Background: an optimization exercise with open tools, aiming at small area and a short achievable clock period. Do not read the settings as production practice. Function was not checked in any run shown here: the RTL went through the layout flow alone.

[flow/run.sh]
#!/bin/bash
# synth_recipe.tcl (not shown) runs the flow's synth.tcl, then flattens the netlist and writes it again
# the make line also repeats each setting of config.mk as NAME=value (left out here)
make -C /OpenROAD-flow-scripts/flow DESIGN_CONFIG=/design/flow/config.mk WORK_HOME=/design/flow/orfs CLKGATE_MAP_FILE= SYNTH_SCRIPT=/design/flow/synth_recipe.tcl finish
[flow/config.mk]
export PLATFORM = sky130hd
export DESIGN_NAME = jh_efield
export DESIGN_NICKNAME = jh_efield
export VERILOG_FILES = /design/flow/design.v
export SDC_FILE = /design/flow/constraint.sdc
export NUM_CORES = 4
export LEC_CHECK = 0
export ABC_AREA = 1
export CAP_MARGIN = 20
export CORE_MARGIN = 2
export CORE_UTILIZATION = 40
export SLEW_MARGIN = 20
[flow/design.v]
module fpa_prep (
	input  [26:0] in_A,
	input  [26:0] in_B,
	output        a_gt,
	output [26:0] L,
	output        S_s,
	output [16:0] S_f,
	output [4:0]  d5,
	output        S_z
);
	assign a_gt = in_A[25:1] > in_B[25:1];
	assign L   = a_gt ? in_A : in_B;
	wire [26:0] S = a_gt ? in_B : in_A;
	wire [7:0] d = a_gt ? (in_A[25:18] - in_B[25:18]) : (in_B[25:18] - in_A[25:18]);
	assign S_s = S[26];
	assign S_f = S[17:1];
	assign d5  = (d > 8'd21) ? 5'd31 : d[4:0];
	assign S_z = (S[25:18] == 8'd0);
endmodule
module fpa_align (
	input  [26:0] L,
	input  [16:0] S_f,
	input  [4:0]  d5,
	input         S_z,
	output [20:0] Lt,
	output [19:0] Xw,
	output        st
);
	wire L_z = (L[25:18] == 8'd0);
	wire [17:0] Sf = {1'b1, S_f};
	wire big = (d5 > 5'd21) | S_z;
	assign Lt = L_z ? 21'd0 : {2'b01, L[17:1], L[0] & S_z, 1'b0};
	assign Xw = big ? 20'd0 : ({Sf, 2'b00} >> d5);
	reg s;
	integer i;
	always @* begin
		s = 1'b0;
		for (i = 0; i < 18; i = i + 1)
			if ((i + 18 >= d5) && (i + 3 <= d5)) s = s | Sf[i];
	end
	assign st = s & ~big;
endmodule
module fpa_norm (
	input         sgn,
	input  [7:0]  Le,
	input  [20:0] F,
	output [26:0] out_Sum
);
	reg [4:0] lz;
	integer i;
	always @* begin
		lz = 5'd0;
		for (i = 0; i < 21; i = i + 1) if (F[i]) lz = 5'd20 - i;
	end
	wire [20:0] Fn = F << lz;
	wire [7:0] e = Le + 8'd1 - {3'b0, lz};
	assign out_Sum = (F == 21'd0) ? 27'd0 : {sgn, e, Fn[19:2]};
endmodule
module fpa_norm_add (
	input         sgn,
	input  [7:0]  Le,
	input  [20:0] F,
	output [26:0] out_Sum
);
	assign out_Sum = F[20] ? {sgn, Le + 8'd1, F[19:2]} :
	                 F[19] ? {sgn, Le, F[18:1]} : 27'd0;
endmodule
module fpa_front (
	input  [26:0] in_A,
	input  [26:0] in_B,
	output [29:0] pre
);
	wire a_gt, S_s, S_z;
	wire [26:0] L;
	wire [16:0] S_f;
	wire [4:0] d5;
	fpa_prep p (.in_A(in_A), .in_B(in_B), .a_gt(a_gt), .L(L), .S_s(S_s), .S_f(S_f), .d5(d5), .S_z(S_z));
	wire [20:0] Lt;
	wire [19:0] Xw;
	wire st;
	fpa_align a (.L(L), .S_f(S_f), .d5(d5), .S_z(S_z), .Lt(Lt), .Xw(Xw), .st(st));
	wire sub = L[26] ^ S_s;
	wire [20:0] F = sub ? (Lt - {1'b0, Xw} - {20'd0, st}) : (Lt + {1'b0, Xw});
	assign pre = {L[26], L[25:18], F};
endmodule
module fp_multi (
	input  [26:0] in_A,
	input  [26:0] in_B,
	output [26:0] out_Prod
);
	wire [35:0] p = {1'b1, in_A[17:1]} * {1'b1, in_B[17:1]};
	wire [8:0] es = in_A[25:18] + in_B[25:18];
	wire [7:0] e = es[7:0] + (p[35] ? 8'd130 : 8'd129);
	wire z = (es < 9'h80) | (in_A[25:18] == 8'd0) | (in_B[25:18] == 8'd0);
	assign out_Prod = z ? 27'd0 : {in_A[26] ^ in_B[26], e, p[35] ? p[34:17] : p[33:16]};
endmodule
module fpm_out #(parameter [7:0] ce = 8'd0) (
	input  [26:0] in_A,
	input  [35:0] p,
	output [26:0] out_Prod
);
	wire [8:0] es = in_A[25:18] + ce;
	wire [7:0] e = es[7:0] + (p[35] ? 8'd130 : 8'd129);
	wire z = (es < 9'h80) | (in_A[25:18] == 8'd0);
	assign out_Prod = z ? 27'd0 : {in_A[26], e, p[35] ? p[34:17] : p[33:16]};
endmodule
module fp_mul_c1 (input [26:0] in_A, output [26:0] out_Prod);
	wire [17:0] x = {1'b1, in_A[17:1]};
	wire [35:0] p = {x, 18'd0} - {x, 15'd0} + {x, 13'd0} - {x, 10'd0} - {x, 8'd0} - {x, 6'd0} - {x, 4'd0};
	fpm_out #(8'd117) o (.in_A(in_A), .p(p), .out_Prod(out_Prod));
endmodule
module fp_mul_c2 (input [26:0] in_A, output [26:0] out_Prod);
	wire [17:0] x = {1'b1, in_A[17:1]};
	wire [35:0] p = {x, 18'd0} - {x, 16'd0} - {x, 14'd0} - {x, 12'd0} + {x, 10'd0} + {x, 2'd0};
	fpm_out #(8'd121) o (.in_A(in_A), .p(p), .out_Prod(out_Prod));
endmodule
module fp_mul_c3 (input [26:0] in_A, output [26:0] out_Prod);
	wire [17:0] x = {1'b1, in_A[17:1]};
	wire [35:0] p = {x, 18'd0} - {x, 14'd0} + {x, 12'd0} + {x, 10'd0} + {x, 8'd0} - {x, 6'd0} - {18'd0, x};
	fpm_out #(8'd125) o (.in_A(in_A), .p(p), .out_Prod(out_Prod));
endmodule
module jh_efield(
	input rst,
	input clock,
	input [26:0] r,				 
	input [26:0] V_right,				 
	input [26:0] V_left,					 
	input [26:0] V_top,		 
	input [26:0] V_bottom,	 
	output [26:0] fdtd_result
);
	wire        tb_gt, tb_Ss, tb_Sz;
	wire [26:0] tb_L;
	wire [16:0] tb_Sf;
	wire [4:0]  tb_d5;
	fpa_prep prep12 (.in_A(V_top), .in_B(V_bottom), .a_gt(tb_gt), .L(tb_L), .S_s(tb_Ss),
	                 .S_f(tb_Sf), .d5(tb_d5), .S_z(tb_Sz));
	wire        rl_gt, rl_Ss, rl_Sz;
	wire [26:0] rl_L;
	wire [16:0] rl_Sf;
	wire [4:0]  rl_d5;
	fpa_prep prep3 (.in_A(V_right), .in_B(V_left), .a_gt(rl_gt), .L(rl_L), .S_s(rl_Ss),
	                .S_f(rl_Sf), .d5(rl_d5), .S_z(rl_Sz));
	reg        s0_tb_gt, s0_tb_Ss, s0_tb_Sz, s0_rl_Ss, s0_rl_Sz;
	reg [26:0] s0_tb_L, s0_rl_L, s0_r;
	reg [16:0] s0_tb_Sf, s0_rl_Sf;
	reg [4:0]  s0_tb_d5, s0_rl_d5;
	always @(posedge clock) begin
		s0_tb_gt <= tb_gt; s0_tb_L <= tb_L; s0_tb_Ss <= tb_Ss; s0_tb_Sf <= tb_Sf;
		s0_tb_d5 <= tb_d5; s0_tb_Sz <= tb_Sz;
		s0_rl_L <= rl_L; s0_rl_Ss <= rl_Ss; s0_rl_Sf <= rl_Sf;
		s0_rl_d5 <= rl_d5; s0_rl_Sz <= rl_Sz;
		s0_r <= r;
	end
	wire [20:0] tb_Lt;
	wire [19:0] tb_Xw;
	wire        tb_st;
	fpa_align al12 (.L(s0_tb_L), .S_f(s0_tb_Sf), .d5(s0_tb_d5), .S_z(s0_tb_Sz),
	                .Lt(tb_Lt), .Xw(tb_Xw), .st(tb_st));
	wire [20:0] tb_Fa = tb_Lt + {1'b0, tb_Xw};
	wire [20:0] tb_Fs = tb_Lt - {1'b0, tb_Xw} - {20'd0, tb_st};
	wire sg2 = s0_tb_L[26];
	wire sg1 = s0_tb_L[26] ^ ~s0_tb_gt;
	wire [26:0] tb_sum, tb_dif;
	fpa_norm_add n_a (.sgn(1'b0), .Le(s0_tb_L[25:18]), .F(tb_Fa), .out_Sum(tb_sum));
	fpa_norm     n_s (.sgn(1'b0), .Le(s0_tb_L[25:18]), .F(tb_Fs), .out_Sum(tb_dif));
	wire sub2 = s0_tb_L[26] ^ s0_tb_Ss;
	wire [26:0] out1 = {sg1, sub2 ? tb_sum[25:0] : tb_dif[25:0]};
	wire [26:0] out2 = {sg2, sub2 ? tb_dif[25:0] : tb_sum[25:0]};
	wire [20:0] rl_Lt;
	wire [19:0] rl_Xw;
	wire        rl_st;
	fpa_align al3 (.L(s0_rl_L), .S_f(s0_rl_Sf), .d5(s0_rl_d5), .S_z(s0_rl_Sz),
	               .Lt(rl_Lt), .Xw(rl_Xw), .st(rl_st));
	wire sub3 = s0_rl_L[26] ^ s0_rl_Ss;
	wire [20:0] rl_F = sub3 ? (rl_Lt - {1'b0, rl_Xw} - {20'd0, rl_st}) : (rl_Lt + {1'b0, rl_Xw});
	wire [26:0] out3;
	fpa_norm n3 (.sgn(s0_rl_L[26]), .Le(s0_rl_L[25:18]), .F(rl_F), .out_Sum(out3));
	wire [26:0] c1r;
	fp_mul_c1 mul0 (.in_A(s0_r), .out_Prod(c1r));
	reg [26:1] s1_t1, s1_t2, s1_t3, s1_c1r;
	always @(posedge clock) begin
		s1_t1 <= out1[26:1];
		s1_t2 <= out2[26:1];
		s1_t3 <= out3[26:1];
		s1_c1r <= c1r[26:1];
	end
	wire [26:0] out4, out5, out6;
	fp_multi  mul1 (.in_A({s1_t1, 1'b0}), .in_B({s1_c1r, 1'b0}), .out_Prod(out4));
	fp_mul_c2 mul2 (.in_A({s1_t2, 1'b0}), .out_Prod(out5));
	fp_mul_c3 mul3 (.in_A({s1_t3, 1'b0}), .out_Prod(out6));
	reg [26:0] s2_p4, s2_p5, s2_p6;
	always @(posedge clock) begin
		s2_p4 <= out4;
		s2_p5 <= out5;
		s2_p6 <= out6;
	end
	wire [29:0] pre5;
	fpa_front add5 (.in_A(s2_p5), .in_B(s2_p4), .pre(pre5));
	reg [29:0] s3_pre5;
	reg [26:0] s3_p6;
	always @(posedge clock) begin
		s3_pre5 <= pre5;
		s3_p6 <= s2_p6;
	end
	wire [26:0] out7;
	fpa_norm n5 (.sgn(s3_pre5[29]), .Le(s3_pre5[28:21]), .F(s3_pre5[20:0]), .out_Sum(out7));
	wire [29:0] pre6;
	fpa_front add6 (.in_A(s3_p6), .in_B(out7), .pre(pre6));
	reg [29:0] s4_pre6;
	always @(posedge clock) s4_pre6 <= pre6;
	fpa_norm n6 (.sgn(s4_pre6[29]), .Le(s4_pre6[28:21]), .F(s4_pre6[20:0]), .out_Sum(fdtd_result));
endmodule
[flow/constraint.sdc]
create_clock -name core_clock -period 17.0 [get_ports {clock}]
set_input_delay 3.4000 -clock core_clock [delete_from_list [all_inputs] [get_ports {clock}]]
set_output_delay 3.4000 -clock core_clock [all_outputs]
set_load 0.01 [all_outputs]
==> results of run 1 <==
-- per-stage QoR --
step / setup slack (ns) / util, %
2_1_floorplan: 8.20 / -
3_3_place_gp: 5.03 / 42.6
3_5_place_dp: 4.91 / 42.6
4_1_cts: 4.84 / 43.8
5_1_grt: 3.22 / 43.8
6_report: 4.65 / 43.8
-- path summary, 6_finish.rpt --
kind	start	endpoint	slack (ns)	cells past startpoint
max	s3_pre5[2]	s4_pre6[20]	4.65	68
min	s2_p6[24]	s3_p6[24]	0.32	0
max reg2reg	s3_pre5[2]	s4_pre6[20]	4.65	68
min reg2reg	s2_p6[24]	s3_p6[24]	0.32	0
-- state kept, by name, summed over array words and instances, names as in the netlist, 5 cells and up --
signal,cells
s4_pre6,30
s2_p5,27
s0_rl_L,27
s2_p6,27
s3_p6,27
s2_p4,27
s1_t3,26
s0_tb_d5,5
s0_tb_L,27
s0_r,26
s0_tb_Sf,17
s1_t2,26
s0_rl_Sf,17
s1_t1,26
s0_rl_d5,5
s3_pre5,30
s1_c1r,26
-- worst max-delay path, delay by kind of cell (launching register included) --
family,cells,cell delay [ns]
AND/OR/NAND/NOR,39,5.56
flip-flops,1,0.38
adder cells (fa/ha/maj),5,1.54
AO/OA/AOI/OAI,14,2.32
buffers and inverters,10,2.45
-- final cells by class --
| class | count | area (µm²) |
|---|---|---|
| sequential | 401 | 8030 |
| inverter | 1494 | 5610 |
| clock buffer | 57 | 1310 |
| timing repair buffer | 209 | 1970 |
| multi-input combinational | 6230 | 42500 |
| tap | 1890 | 2360 |
| clock inverter | 30 | 365 |
| fill | 14700 | 79600 |
-- layer usage --
layer,track usage [%],routed length (µm)
met1,31.0,77300
met3,2.16,7700
met5,0,0
met2,36.4,72700
met4,5.27,3880
-- kinds of logic after synthesis --
logic type      count (synthesis)  synth area share [%]
simple gates                 3350                  24.3
buf+inv                      1750                  11.6
compound gates               1445                  14.1
fa+ha+maj                    1213                  32.5
flops                         401                  14.0
xor+xnor                      207                  3.19
mux                            14                 0.247
other cells                     1               0.00656
-- placed cells by master, fill, tap and decap left out, types with 161 or more instances in the layout --
cell,n
nand2_1,1970
o21ai_0,618
fa_1,453
clkdlybuf4s50_1,161
ha_1,760
inv_1,1463
a21oi_1,483
dfxtp_1,401
nor2_1,546
nand3_1,584
==> impl_metrics.py, run 1 <==
metrics = {
    "status": {
        "status": "complete, no violations",
    },
    "yosys": {
        "synth-seq-area-share_pct": 14.0,
        "synth_most_common_cell": "nand2_1",
        "synth_nets": 9731,
        "synth_edf_count": 0,
        "ys_ff_latch": 401,
        "avgSynthCellArea_um2": 6.82,
        "ys.flop_type": "dfxtp_1",
        "synth_top_area_share_pct": 16.6,
        "synth_top_cell_by_area": "ha_1",
        "ys_top_cells_by_count": "1,970 x nand2_1, 1,463 x inv_1, 760 x ha_1, 619 x o21ai_0, 584 x nand3_1",
        "syn_area_um2": 57100,
        "yosys_warnings": 3,
        "synthArstFlopShare_pct": 0,
        "synthCells": 8381,
        "ys_types": 72,
        "synth_area_leaders": "ha_1 17%, fa_1 16%, dfxtp_1 14%",
    },
    "floorplanning": {
        "std_cell_rows": 138,
        "initial_utilization_pct": 40.3,
        "die_width_um": 382,
        "io_pins": 164,
        "die_y_um": 382,
        "placeableCoreArea_um2": 142000,
        "fp.dieArea_um2": 146000,
    },
    "setup_path": {
        "crit_required_ns": 17.57,
        "critPathMaxFanout": 35,
        "cp_common_cell": "nand2_1",
        "worstSetupPathType": "reg -> reg",
        "cp-end-kind": "flip-flop",
        "arrival_ns": 12.92,
        "start_kind": "flip-flop",
        "slowest_delay_ns": 0.78,
        "slowest_stage": "inv_1",
    },
    "sta": {
        "final_hold_viol_count": 0,
        "rsz0062_at_grt": "no",
        "skew_ns": 0.0358,
        "max_slew.worst_pin.slew_ns": 1.05,
        "setup-tns-final_ns": 0,
        "slew_viol_final": 0,
        "holdWs_ns": 0.315,
        "max_freq_ghz": 0.0810,
        "min_period_ns": 12.35,
        "min_period_over_period_pct": 72.7,
        "setup_viol_count_final": 0,
        "relSlewSlack_pct": 29.8,
    },
    "cts": {
        "clockBufferDepth": 3,
        "h-tree-depth": 2,
        "numClockSinks": 401,
        "post_cts_resized": 0,
        "clk-insertion-delay-late_ns": 0.64,
        "cts_root_buf": "clkbuf_16",
        "clkSlewWorstSetupHoldPaths_ns": 0.06,
        "cts_tree": "done",
        "numCtsBuffers": 48,
        "cts_hold_buf": 0,
        "post_cts_buffers": 0,
    },
    "placed_design": {
        "place_hpwl_um": 134000,
        "postPlaceCellArea_um2": 60500,
        "placed_cells": 10200,
        "port_buffers": 161,
        "gp_congestion": 0.943,
    },
    "finish": {
        "final_nets": 9734,
        "area_growth_pct": 8.72,
        "drive_gt1_share_pct": 2.66,
        "fin_cells": 10300,
        "design_area_um2": 62100,
        "diodes": 0,
    },
    "detailed_routing": {
        "routedWlPerCell_um": 15.7,
        "avgViaCountPerCell": 5.12,
        "routed_wl_um": 162000,
        "ant_nets": 0,
        "drt_pass1_iterations": 6,
        "drc": 0,
        "drt_iter0_markers": 3611,
        "vias": 52800,
    },
    "global_routing": {
        "grt_pass1_vias": 51400,
        "grt_max_degree": 92,
        "antenna_found_initial": 2,
        "overflow": 0,
        "grt_pass1_wl_um": 267000,
        "grt_usage_pct": 22.1,
    },
    "hold_path": {
        "hold_class": "reg -> reg",
    },
    "job": {
        "drv_cap": 0,
    },
}
==> run 2: changes to the inputs <==
--- a/flow/config.mk
+++ b/flow/config.mk
@@ -7,3 +7,3 @@
 export LEC_CHECK = 0
-export ABC_AREA = 1
+export ABC_AREA = 0
 export CAP_MARGIN = 20
==> run 2 against run 1 <==
  * Critical path depth shrank 23
  * Worst hold slack gained 0.012 ns
  * Count of clock-buffer cells in the layout is the same
  * Die area grew 2.8%
  * Cell area grew 3.2%
  * Core utilization grew 0.17 points
  * Final cell count shrank 10%
  * Sequential cell count is the same
==> impl_metrics.py, run 2 <==
metrics = {
    "cts": {
        "numCtsBuffers": 50,
        "clk-insertion-delay-late_ns": 0.64,
        "cts_root_buf": "clkbuf_16",
        "cts_hold_buf": 0,
        "clockBufferDepth": 3,
        "h-tree-depth": 2,
        "post_cts_resized": 0,
        "clkSlewWorstSetupHoldPaths_ns": 0.06,
        "post_cts_buffers": 0,
        "cts_tree": "done",
        "numClockSinks": 401,
    },
    "yosys": {
        "synth_top_cell_by_area": "ha_1",
        "synth_most_common_cell": "inv_1",
        "syn_area_um2": 58800,
        "synthCells": 7318,
        "synth_area_leaders": "ha_1 16%, fa_1 15%, dfxtp_1 14%",
        "ys_top_cells_by_count": "916 x inv_1, 760 x ha_1, 698 x nand2_1, 571 x nor2_1, 481 x a21oi_1",
        "synth-seq-area-share_pct": 13.7,
        "synth_nets": 8668,
        "yosys_warnings": 3,
        "synth_edf_count": 0,
        "ys_ff_latch": 401,
        "synthArstFlopShare_pct": 0,
        "ys_types": 110,
        "ys.flop_type": "dfxtp_1",
        "synth_top_area_share_pct": 16.2,
        "avgSynthCellArea_um2": 8.03,
    },
    "floorplanning": {
        "std_cell_rows": 140,
        "die_y_um": 387,
        "fp.dieArea_um2": 150000,
        "die_width_um": 387,
        "initial_utilization_pct": 40.3,
        "io_pins": 164,
        "placeableCoreArea_um2": 146000,
    },
    "finish": {
        "final_nets": 8674,
        "utilization_pct": 44.0,
        "mostFrequentLayoutCells": "916 x inv_1, 760 x ha_1, 697 x nand2_1, 570 x nor2_1, 481 x a21oi_1",
        "top_regs": "s3_pre5 (30), s4_pre6 (30)",
        "area_growth_pct": 9.14,
        "drive_gt1_share_pct": 5.42,
        "fin_cells": 9279,
        "diodes": 0,
        "multiInputGateArea_um2": 46300,
        "final_common_cell": "inv_1",
        "regArea_um2": 8030,
        "fillers": 14600,
    },
    "sta": {
        "skew_ns": 0.0289,
        "rsz0062_at_grt": "no",
        "slew_viol_final": 0,
        "holdWs_ns": 0.327,
        "relSlewSlack_pct": 29.9,
        "setup_viol_count_final": 0,
        "max_freq_ghz": 0.0839,
        "min_period_over_period_pct": 70.1,
        "setup-tns-final_ns": 0,
        "max_slew.worst_pin.slew_ns": 1.05,
        "min_period_ns": 11.91,
        "final_hold_viol_count": 0,
    },
    "detailed_routing": {
        "drc": 0,
        "drt_pass1_iterations": 7,
        "drt_iter0_markers": 3531,
        "avgViaCountPerCell": 5.50,
        "routed_wl_um": 166000,
        "routedWlPerCell_um": 17.8,
        "ant_nets": 0,
        "vias": 51000,
    },
    "global_routing": {
        "overflow": 0,
        "grt_pass1_vias": 50500,
        "antenna_found_initial": 1,
        "grt_max_degree": 71,
        "grt_usage_pct": 21.7,
        "grt_pass1_wl_um": 270000,
    },
    "setup_path": {
        "arrival_ns": 12.43,
        "worstSetupPathType": "reg -> reg",
        "slowest_stage": "or4_1",
        "crit_required_ns": 17.51,
        "slowest_delay_ns": 0.56,
        "start_kind": "flip-flop",
        "cp_common_cell": "a21oi_1",
        "critPathMaxFanout": 50,
        "cp-end-kind": "flip-flop",
    },
    "status": {
        "status": "complete, no violations",
    },
    "placed_design": {
        "port_buffers": 161,
        "placed_cells": 9187,
        "place_hpwl_um": 135000,
        "gp_congestion": 0.930,
    },
    "job": {
        "drv_cap": 0,
    },
    "hold_path": {
        "hold_class": "reg -> reg",
    },
}
[run 2: cell types whose count changed in the layout (fill, tap and decap cells not counted), moves of 72 or more]
| cell | previous run | this run |
|---|---|---|
| a21o_1 | 14 | 127 |
| and2_1 | 9 | 172 |
| inv_1 | 1463 | 916 |
| mux2_2 | 1 | 97 |
| mux2i_1 | 13 | 216 |
| nand2_1 | 1970 | 697 |
| nand2b_1 | 0 | 72 |
| nand3_1 | 584 | 174 |
| nor2b_1 | 0 | 74 |
| o21ai_0 | 618 | 342 |
| xnor2_1 | 61 | 177 |
[run 2: final timing paths]
kind              start           to  slack, ns  depth (start not counted)
min           s2_p6[11]    s3_p6[11]       0.33                          0
max reg2reg  s3_pre5[1]  s4_pre6[19]       5.09                         45
max          s3_pre5[1]  s4_pre6[19]       5.09                         45
min reg2reg   s2_p6[11]    s3_p6[11]       0.33                          0
[run 2: critical path: cells and delay by family, from the launching register on]
family	cells	cell delay, ns
xor+xnor	2	0.31
simple gates	8	1.97
flops	1	0.37
compound gates	24	5.66
fa+ha+maj	5	1.96
mux	2	0.42
buf+inv	4	1.08
[run 2: kinds of logic after synthesis]
kind of cell | Yosys count | synth area share [%]
compound gates | 1695 | 18.9
buf+inv | 1198 | 7.74
flops | 401 | 13.7
other cells | 1 | 0.00638
simple gates | 2206 | 17.7
mux | 333 | 6.25
fa+ha+maj | 1213 | 31.6
xor+xnor | 271 | 4.10
[run 2: final cells by class]
class | instances | share of cell area, %
Inverter | 922 | 5.40
Tap cell | 1917 | 3.74
Sequential cell | 401 | 12.5
Timing Repair Buffer | 230 | 3.34
Clock buffer | 57 | 2.10
Clock inverter | 33 | 0.654
Multi-Input combinational cell | 5719 | 72.3
[run 2: per-stage QoR]
stage	setup slack, ns	area, µm²
2_1_floorplan	7.19	58800
3_3_place_gp	5.18	62300
3_5_place_dp	5.26	62300
4_1_cts	5.18	64100
5_1_grt	4.13	64100
6_report	5.09	64100
[run 2: metal layers]
metal | wire (µm) | track usage (%) | vias up
met5 | 0 | 0 | -
met4 | 4220 | 5.59 | 0
met3 | 6600 | 1.88 | 227
met2 | 77600 | 37.1 | 1228
met1 | 77200 | 29.4 | 24300
li1 | - | - | 25200
==> run 3: changes to the inputs <==
--- a/flow/config.mk
+++ b/flow/config.mk
@@ -7,6 +7,7 @@
 export LEC_CHECK = 0
-export ABC_AREA = 0
+export ABC_AREA = 1
 export CAP_MARGIN = 20
 export CORE_MARGIN = 2
-export CORE_UTILIZATION = 40
+export CORE_UTILIZATION = 65
+export SETUP_SLACK_MARGIN = 5
 export SLEW_MARGIN = 20
==> run 3 against run 2 <==
  * Non-clock buffer count fell by 23
  * Setup slack improved by 1.1 ns
  * Sequential cell count stayed put
  * Clock skew increased by 0.0060 ns
  * Die area fell by 40%
  * Highest routed layer unchanged
  * Critical path type unchanged
  * Synthesized cell count rose by 15%
  * First-iteration DRC count rose by 20%
==> impl_metrics.py, run 3 <==
metrics = {
    "yosys": {
        "syn_area_um2": 57100,
        "synth_top_cell_by_area": "ha_1",
        "ys_top_cells_by_count": "1,970 x nand2_1, 1,463 x inv_1, 760 x ha_1, 619 x o21ai_0, 584 x nand3_1",
        "synth_mux_area_share_pct": 0.247,
        "avgSynthCellArea_um2": 6.82,
        "ys.flop_type": "dfxtp_1",
        "synth_most_common_cell": "nand2_1",
        "synth_nets": 9731,
        "synth_xor_area_share_pct": 3.19,
        "yosys_warnings": 3,
        "ys_types": 72,
        "synth_edf_count": 0,
        "synthAdderAreaFrac_pct": 32.5,
        "synth_top_family_by_area": "adder cells",
        "synth_area_leaders": "ha_1 17%, fa_1 16%, dfxtp_1 14%",
        "synthSimpleGateAreaFrac_pct": 24.3,
        "ys_ff_latch": 401,
        "synthCells": 8381,
        "synthArstFlopShare_pct": 0,
        "synth_top_area_share_pct": 16.6,
        "synth-seq-area-share_pct": 14.0,
        "synth-compound-area-share_pct": 14.1,
    },
    "floorplanning": {
        "std_cell_rows": 108,
        "die_y_um": 301,
        "die_width_um": 301,
        "io_pins": 164,
        "placeableCoreArea_um2": 86900,
        "initial_utilization_pct": 65.8,
        "fp.dieArea_um2": 90300,
    },
    "finish": {
        "design_area_um2": 61200,
        "top_regs": "s3_pre5 (30), s4_pre6 (30)",
        "drive_gt1_share_pct": 2.71,
        "diodes": 0,
        "mostFrequentLayoutCells": "1,967 x nand2_1, 1,462 x inv_1, 760 x ha_1, 617 x o21ai_0, 583 x nand3_1",
        "area_growth_pct": 7.07,
        "fillers": 7527,
        "fin_cells": 9572,
        "final_nets": 9731,
        "final_common_cell": "nand2_1",
    },
    "sta": {
        "final_hold_viol_count": 0,
        "max_freq_ghz": 0.0921,
        "min_period_ns": 10.86,
        "min_period_over_period_pct": 63.9,
        "slew_viol_final": 0,
        "setup_viol_count_final": 0,
        "setup-tns-final_ns": 0,
        "rsz0062_at_grt": "no",
        "max_slew.worst_pin.slew_ns": 1.09,
        "skew_ns": 0.0350,
        "relSlewSlack_pct": 27.4,
    },
    "cts": {
        "cts_tree": "done",
        "cts_hold_buf": 0,
        "h-tree-depth": 2,
        "cts_root_buf": "clkbuf_16",
        "numClockSinks": 401,
        "clockBufferDepth": 3,
        "clkSlewWorstSetupHoldPaths_ns": 0.06,
        "numCtsBuffers": 45,
        "clk-insertion-delay-late_ns": 0.60,
    },
    "setup_path": {
        "critPathMaxFanout": 68,
        "crit_required_ns": 17.49,
        "slowest_delay_ns": 0.53,
        "cp_common_cell": "nor2_1",
        "arrival_ns": 11.34,
        "start_kind": "flip-flop",
        "worstSetupPathType": "reg -> reg",
        "slowest_stage": "buf_4",
        "cp-end-kind": "flip-flop",
    },
    "global_routing": {
        "grt_pass1_wl_um": 253000,
        "antenna_found_initial": 0,
        "grt_max_degree": 92,
        "overflow": 0,
        "grt_pass1_vias": 52300,
        "grt_usage_pct": 33.7,
    },
    "placed_design": {
        "port_buffers": 161,
        "place_hpwl_um": 126000,
        "postPlaceCellArea_um2": 59400,
        "placed_cells": 9475,
        "gp_congestion": 1.01,
    },
    "job": {
        "drv_cap": 0,
    },
    "detailed_routing": {
        "drc": 0,
        "ant_nets": 0,
        "avgViaCountPerCell": 5.65,
        "drt_iter0_markers": 4237,
        "routedWlPerCell_um": 15.9,
        "vias": 54100,
        "drt_pass1_iterations": 9,
        "routed_wl_um": 153000,
    },
    "hold_path": {
        "hold_class": "reg -> reg",
    },
    "status": {
        "status": "complete, no violations",
    },
}
## run 3: changes by cell type after synthesis, sizes merged, moves of 58 or more
| cell | before | now |
|---|---|---|
| xor2 | 87 | 145 |
| nand2b | 72 | 0 |
| and2 | 175 | 9 |
| inv | 920 | 1480 |
| mux2 | 99 | 1 |
| nor3 | 142 | 72 |
| nand3 | 174 | 585 |
| xnor2 | 184 | 62 |
| mux2i | 217 | 13 |
| o21ai | 369 | 666 |
| nor2b | 74 | 0 |
| a21o | 127 | 14 |
| nand2 | 701 | 1979 |
## run 3: per-layer routing
metal | global-route usage, % | vias up | share of wire [%]
met5 | 0 | - | 0
met4 | 11.7 | 0 | 3.7
met3 | 3.97 | 382 | 6.7
met2 | 57.6 | 1830 | 47
met1 | 44.0 | 25000 | 43
li1 | - | 26800 | -
## run 3: final timing paths
check	start	endpoint	slack, ns	cells after the start
worst max-delay path	s3_pre5[17]	s4_pre6[20]	6.14	58
worst max register to register	s3_pre5[17]	s4_pre6[20]	6.14	58
worst min register to register	s2_p6[24]	s3_p6[24]	0.29	0
worst min-delay path	s2_p6[24]	s3_p6[24]	0.29	0
## run 3: area by class of cell
type                    instances  area (µm²)  share of cell area [%]
flip-flops and latches        401        8030                    13.1
clock buffers                  55        1240                    2.03
multi-input cells            6231       42500                    69.5
well taps                    1155        1450                    2.36
clock inverters                28         342                   0.558
repair inverters                1        5.00                 0.00818
inverters                    1494        5620                    9.18
repair buffers                207        1970                    3.22
## run 3: cells by family after synthesis
kind of cell | after synthesis
other cells | 1
fa+ha+maj | 1213
buf+inv | 1750
mux | 14
simple gates | 3350
xor+xnor | 207
compound gates | 1445
flops | 401
## run 3: through the flow
stage	worst slack (ns)	utilization, %	hold WS [ns]
2_1_floorplan	8.20	-	0.310
3_3_place_gp	5.33	68.4	0.310
3_5_place_dp	5.27	68.4	0.312
4_1_cts	5.19	70.2	0.284
5_1_grt	4.97	70.4	0.290
6_report	6.14	70.4	0.292
## run 3: critical path: cells and delay by family, from the launching register on
family	cells	cell delay, ns
buf+inv	7	1.47
fa+ha+maj	5	1.75
simple gates	32	4.49
flops	1	0.33
compound gates	12	2.41
xor+xnor	2	0.28
## run 3: repair_timing
item,CTS,global route
resized for setup,0,13
setup buffers,0,11
endpoints found under the hold margin,0,0
setup endpoints to repair,0,12

afterwards: timing with drivers on the ports:
In the flow no input, the clock included, has a driving cell. The finished layouts below were timed again as built, in two steps. Step 1, drivers: a clkbuf_16 drives clock and a buf_2 each remaining input, both assumed. Step 2 adds t to the input delays and takes it off the output delays; t is the mean of the earliest and latest rising clock arrival at the registers after step 1. Input paths then give back, and output paths get back, about the clock's delay inside the block. Three values: no drivers, after step 1, after step 2; two values: the first two.
run	t, ns	setup WS [ns]	hold WS [ns]	cell pins on the clock port's net
run 1	0.699	4.648 / 4.648 / 4.648	0.315 / 0.315 / 0.315	1
run 2	0.700	5.086 / 5.086 / 5.086	0.327 / 0.327 / 0.327	1
run 3	0.655	6.143 / 6.143 / 6.143	0.292 / 0.292 / 0.292	1
After both steps every run listed still meets setup and hold.
